Background: an optimization exercise with open tools, aiming at small area, a short achievable clock period and few clock cycles. Do not read the settings as production practice.
In this exercise RTL edits were held to simulation tests only and were not proved equivalent to the original.
Power is estimated from default activity; no workload was simulated.

main:
==> flow/design.v (excerpt) <==
module  cpu_v(wire_clock, wire_reset, bus_RAM_DATA_IN,bus_RAM_DATA_OUT,bus_RAM_ADDRESS,wire_RW, bus_keyboard, videoflag, bus_vga_pos, bus_vga_char,data_debug, led);
export LEC_CHECK = 0
export CAP_MARGIN = 20
export CORE_MARGIN = 2
export CORE_UTILIZATION = 40
export SLEW_MARGIN = 20
export SETUP_SLACK_MARGIN = 22
create_clock -name core_clock -period 32.0 [get_ports {wire_clock}]
standard.sh (not shown) runs the stock make flow with config.mk's settings and CLKGATE_MAP_FILE= SYNTH_SCRIPT=/design/flow/synth_recipe.tcl, a recipe that flattens the netlist after the stock synthesis.
==> flow/flow/run.sh <==
#!/bin/bash
set -e
cat >> config.mk <<EOC
export SETUP_SLACK_MARGIN = 22
EOC
bash standard.sh > standard.log 2>&1
Testbench counts of main, summed over its fixed seeds: cycles 119,277.
Input-level comparison between the feature branch and main:
# main
export LEC_CHECK = 0
export CAP_MARGIN = 20
export CORE_MARGIN = 2
export CORE_UTILIZATION = 40
export SLEW_MARGIN = 20
export SETUP_SLACK_MARGIN = 22
create_clock -name core_clock -period 32.0 [get_ports {wire_clock}]
# the feature branch
export LEC_CHECK = 0
export CAP_MARGIN = 20
export CORE_MARGIN = 2
export CORE_UTILIZATION = 40
export SLEW_MARGIN = 20
create_clock -name core_clock -period 32.0 [get_ports {wire_clock}]
==> flow/run.sh (new file) <==
#!/bin/bash
# synth_recipe.tcl (not shown) runs the flow's synth.tcl, then flattens the netlist and writes it again
# the make line also repeats each setting of config.mk as NAME=value (left out here)
make -C /OpenROAD-flow-scripts/flow DESIGN_CONFIG=/design/flow/config.mk WORK_HOME=/design/flow/orfs CLKGATE_MAP_FILE= SYNTH_SCRIPT=/design/flow/synth_recipe.tcl finish
removed: flow/flow/run.sh
removed: flow/standard.sh
--- outcome ---
- On worst-case setup margin in the final layout, the lower figure sits with the feature branch, not main.
- [the feature branch] number of cells upsized or downsized after cts fell 640 relative to main
- NOTE: core utilization in the feature branch falls short of that of main
- | maximum frequency | higher: main |
- main and the feature branch ended up with nearly the same clock input transition at the sequential cells of the worst setup and hold paths.
- Compared with main, the feature branch shows a lower DRC violation total after the first TritonRoute iteration.
- The feature branch vs main, instance count: the feature branch lower
- When the feature branch is set beside main, its via count turns out to be about 7% smaller.
- Sequential share of layout area for the feature branch is higher than for main.
- Across both runs, power drawn by the clock network was lower for the feature branch than for main.

========
cpu_v, a different RTL version from the one above (not shown whole).
For scale: about 2700 cells after synthesis, roughly 260 flip-flops, roughly 120 I/O pins, roughly 0.022 mm^2 of cells after synthesis.
clock: 32.0 ns
lec_check: 0
cap_margin: 20
core_margin: 2
core_utilization: 40
gpl_timing_driven: 1
slew_margin: 20
buffer_ports_args: -buffer_cell sky130_fd_sc_hd__buf_4
setup_slack_margin: 22.75
==> flow/flow/run.sh <==
#!/bin/bash
# The standard layout, with two changes to how it is made:
#  - the port buffers are sky130_fd_sc_hd__buf_4 (buffer_ports picks a slow
#    delay cell by default);
#  - repair_timing aims for extra setup slack, to get a shorter achieved period.
# The constraints (constraint.sdc, the clock period) are the standard flow's, unchanged.
set -e
cat >> config.mk <<EOC
export BUFFER_PORTS_ARGS = -buffer_cell sky130_fd_sc_hd__buf_4
export SETUP_SLACK_MARGIN = 22.75
EOC
bash standard.sh > standard.log 2>&1
Testbench counts at the start, summed over its fixed seeds: cycles 120,680.
Next try:
--- a/flow/flow/run.sh
+++ b/flow/flow/run.sh
@@ -9,3 +9,3 @@
 export BUFFER_PORTS_ARGS = -buffer_cell sky130_fd_sc_hd__buf_4
-export SETUP_SLACK_MARGIN = 22.75
+export SETUP_SLACK_MARGIN = 23
 EOC
GPL_TIMING_DRIVEN = default   (was 1)
SETUP_SLACK_MARGIN = 23   (was 22.75)
After rerunning: The new run produced a clean layout. Die area does not change. Cell area came out higher by 5.2%. Synthesized cell count stays the same. Sequential power barely changes. Setup slack gets better by 0.24 ns. Total power climbs by 2.7%. Combinational power goes up by 7.2%. Sequential cell count does not change.
Next try:
--- a/flow/flow/run.sh
+++ b/flow/flow/run.sh
@@ -9,3 +9,3 @@
 export BUFFER_PORTS_ARGS = -buffer_cell sky130_fd_sc_hd__buf_4
-export SETUP_SLACK_MARGIN = 23
+export SETUP_SLACK_MARGIN = 22.75
 EOC
CORE_UTILIZATION = 50   (was 40)
SETUP_SLACK_MARGIN = 22.75   (was 23)
What happened: The new run ran to the end with no violations; routed wire length decreases by a few percent; power decreases by a few percent; via count increases slightly; worst hold slack improves by 0.0070 ns; non-clock buffer count decreases by 98; cell count decreases by a few percent; setup slack degrades by 0.17 ns; die area decreases by about a fifth; register-to-register slack improves by 0.18 ns; synthesized cell count is unchanged; core utilization increases by 9.3 points.
Next try:
--- a/flow/flow/run.sh
+++ b/flow/flow/run.sh
@@ -9,3 +9,3 @@
 export BUFFER_PORTS_ARGS = -buffer_cell sky130_fd_sc_hd__buf_4
-export SETUP_SLACK_MARGIN = 22.75
+export SETUP_SLACK_MARGIN = 22
 EOC
CORE_UTILIZATION = 40   (was 50)
SETUP_SLACK_MARGIN = 22   (was 22.75)
Area after synthesis is unchanged.
Worst setup slack degrades by 0.65 ns.
Non-clock buffer count goes down by 59.
Total power goes down slightly.
Die area goes up by a quarter to a third.
Cell area goes down by a few percent.
Worst hold slack degrades by 0.0068 ns.
Wire length goes down slightly.
Flip-flop and latch count stays the same.
Utilization goes down by 13 points.
Clock power goes up slightly.

========
the baseline:
cpu_v, a different RTL version from the one above (not shown whole).
Size: ~2800 cells after synthesis, about 260 flip-flops, ~120 I/O pins, roughly 0.023 mm^2 of cells after synthesis.
clock: 32.0 ns
lec_check: 0
cap_margin: 20
core_margin: 2
core_utilization: 60
slew_margin: 20
run.sh (not shown) runs the stock make flow with config.mk's settings and CLKGATE_MAP_FILE= SYNTH_SCRIPT=/design/flow/synth_recipe.tcl, a recipe that flattens the netlist after the stock synthesis.
Stock flow here: none of the scripts above is used.
Having completed the whole flow, the baseline delivered a layout that passed the timing, design-rule and antenna checks.
Testbench counts of the baseline, summed over its fixed seeds: cycles 119,612.
--- input diff the baseline..the candidate ---
- BUFFER_PORTS_ARGS newly set to -buffer_cell sky130_fd_sc_hd__buf_4
- CORE_UTILIZATION changed from 60 to 40
- SETUP_SLACK_MARGIN newly set to 22.5
==> flow/flow/run.sh (new file) <==
#!/bin/bash
# The standard layout, with two changes to how it is made:
#  - the port buffers are sky130_fd_sc_hd__buf_4 (buffer_ports picks a slow
#    delay cell by default);
#  - repair_timing aims for extra setup slack, to get a shorter achieved period.
# The constraints (constraint.sdc, the clock period) are the standard flow's, unchanged.
set -e
cat >> config.mk <<EOC
export BUFFER_PORTS_ARGS = -buffer_cell sky130_fd_sc_hd__buf_4
export SETUP_SLACK_MARGIN = 22.5
EOC
bash standard.sh > standard.log 2>&1
==> flow/standard.sh (new file) <==
#!/bin/bash
# synth_recipe.tcl (not shown) runs the flow's synth.tcl, then flattens the netlist and writes it again
# the make line also repeats each setting of config.mk as NAME=value (left out here)
make -C /OpenROAD-flow-scripts/flow DESIGN_CONFIG=/design/flow/config.mk WORK_HOME=/design/flow/orfs CLKGATE_MAP_FILE= SYNTH_SCRIPT=/design/flow/synth_recipe.tcl "${@:-finish}"
removed: flow/run.sh
--- outcome ---
The candidate: flow completed, timing, DRC and antenna clean
The candidate against the baseline: final design area excluding fillers rose by 1.9%; power moved up; wire length on met3 shrank by about 22%; synthesized cell count stayed essentially flat; final critical-path setup slack increased by 920 ps relative to the old numbers.
The candidate ended up with sky130_fd_sc_hd__nand4_2 as its cell with the largest stage delay on the worst path; the baseline ended up with sky130_fd_sc_hd__edfxtp_1.
Looking at final worst-path cycle share across the candidate and the baseline, the one that comes out higher is the baseline.
The combinational share of power in the candidate sits 0.3 points above the value recorded for the baseline.
Delta (the candidate minus the baseline): number of setup buffers added after CTS higher; part of the power in registers fell by 1.2 points; summed negative setup slack over all endpoints about even.
The higher data-path buffer share of cell area in the final layout came out of the candidate.

========
Setup of trial 42:
cpu_v with an RTL version that a note above also has.
For scale: ~260 flip-flops, about 120 I/O pins, ~22000 um2 of cells after synthesis.
export LEC_CHECK = 0
export CAP_MARGIN = 20
export CORE_MARGIN = 2
export CORE_UTILIZATION = 40
export SLEW_MARGIN = 20
export BUFFER_PORTS_ARGS = -buffer_cell sky130_fd_sc_hd__buf_4
export SETUP_SLACK_MARGIN = 22.75
create_clock -name core_clock -period 32.0 [get_ports {wire_clock}]
standard.sh (not shown) runs the stock make flow with config.mk's settings and CLKGATE_MAP_FILE= SYNTH_SCRIPT=/design/flow/synth_recipe.tcl, a recipe that flattens the netlist after the stock synthesis.
==> flow/flow/run.sh <==
#!/bin/bash
# The standard layout, with two changes to how it is made:
#  - the port buffers are sky130_fd_sc_hd__buf_4 (buffer_ports picks a slow
#    delay cell by default);
#  - repair_timing aims for extra setup slack, to get a shorter achieved period.
# The constraints (constraint.sdc, the clock period) are the standard flow's, unchanged.
set -e
cat >> config.mk <<EOC
export BUFFER_PORTS_ARGS = -buffer_cell sky130_fd_sc_hd__buf_4
export SETUP_SLACK_MARGIN = 22.75
EOC
bash standard.sh > standard.log 2>&1
Trial 42 closes out successfully: all stages finished, all timing, DRC and antenna checks passed.
Testbench counts of trial 42, summed over its fixed seeds: cycles 120,680.
Here is what was changed in the inputs of build 2 compared with trial 42.
Settings: changing SETUP_SLACK_MARGIN from 22.75 to 22.5.
diff --git a/flow/flow/run.sh b/flow/flow/run.sh
--- a/flow/flow/run.sh
+++ b/flow/flow/run.sh
@@ -8,5 +8,5 @@
 cat >> config.mk <<EOC
 export BUFFER_PORTS_ARGS = -buffer_cell sky130_fd_sc_hd__buf_4
-export SETUP_SLACK_MARGIN = 22.75
+export SETUP_SLACK_MARGIN = 22.5
 EOC
 bash standard.sh > standard.log 2>&1
### Flow results
- Timing, DRC, antenna: 0 failures across build 2 and trial 42
- Compared with trial 42, build 2 shows a higher worst-case headroom to the max-slew limit.
- [compare] base=trial 42 new=build 2: clock group share of total power did not really move, worst endpoint data arrival time went up, first-pass GRT wire length did not really move.
- Per the comparison of build 2 with trial 42, number of nets at the end of the flow now sits lower; worst hold slack across all endpoints now sits at about the same level; overall power now sits lower; final area now sits lower.

## static timing again, ports no longer ideal
No port has a modelled driver above. Below, the same layouts with a new extraction and two added sets of constraints. Step 1 assumes that a clkbuf_16 drives the clock port and a buf_2 every other input. Step 2 moves the port delays by t, midway between the first and last clock arrival at a register: inputs arrive t later, outputs are due t later. That takes back most of the time a late clock gives input paths. Three values: ideal, step 1, step 2; two values: the first two.
| run | t, ns | setup WS [ns] | hold WS [ns] | worst setup path at the end |
|---|---|---|---|---|
| main | 0.682 | 21.352 / 21.288 / 21.518 | 0.458 / 0.458 / 0.458 | input to register |
| the feature branch | 0.693 | 19.126 / 19.061 / 19.754 | 0.465 / 0.465 / 0.465 | register to output |
| the first run of note 2 | 0.667 | 22.619 / 22.560 / 22.431 | 0.458 / 0.458 / 0.458 | input to register |
| the second run of note 2 | 0.670 | 22.863 / 22.803 / 22.427 | 0.457 / 0.457 / 0.457 | input to register |
| the third run of note 2 | 0.667 | 22.698 / 22.635 / 22.724 | 0.464 / 0.464 / 0.464 | input to register |
| the fourth run of note 2 | 0.679 | 22.048 / 21.980 / 22.479 | 0.457 / 0.457 / 0.457 | input to register |
| the baseline | 0.655 | 21.666 / 21.607 / 22.180 | 0.476 / 0.476 / 0.476 | input to register |
| the candidate | 0.674 | 22.582 / 22.518 / 22.987 | 0.458 / 0.458 / 0.458 | input to register |
| trial 42 | 0.667 | 22.619 / 22.560 / 22.431 | 0.458 / 0.458 / 0.458 | input to register |
| build 2 | 0.675 | 22.485 / 22.418 / 22.487 | 0.457 / 0.457 / 0.457 | input to register |
After both steps setup and hold are still met in every run listed. For the second run of note 2, which loses most, drivers alone change the setup slack by -0.060 ns; drivers and shift together by -0.436 ns.
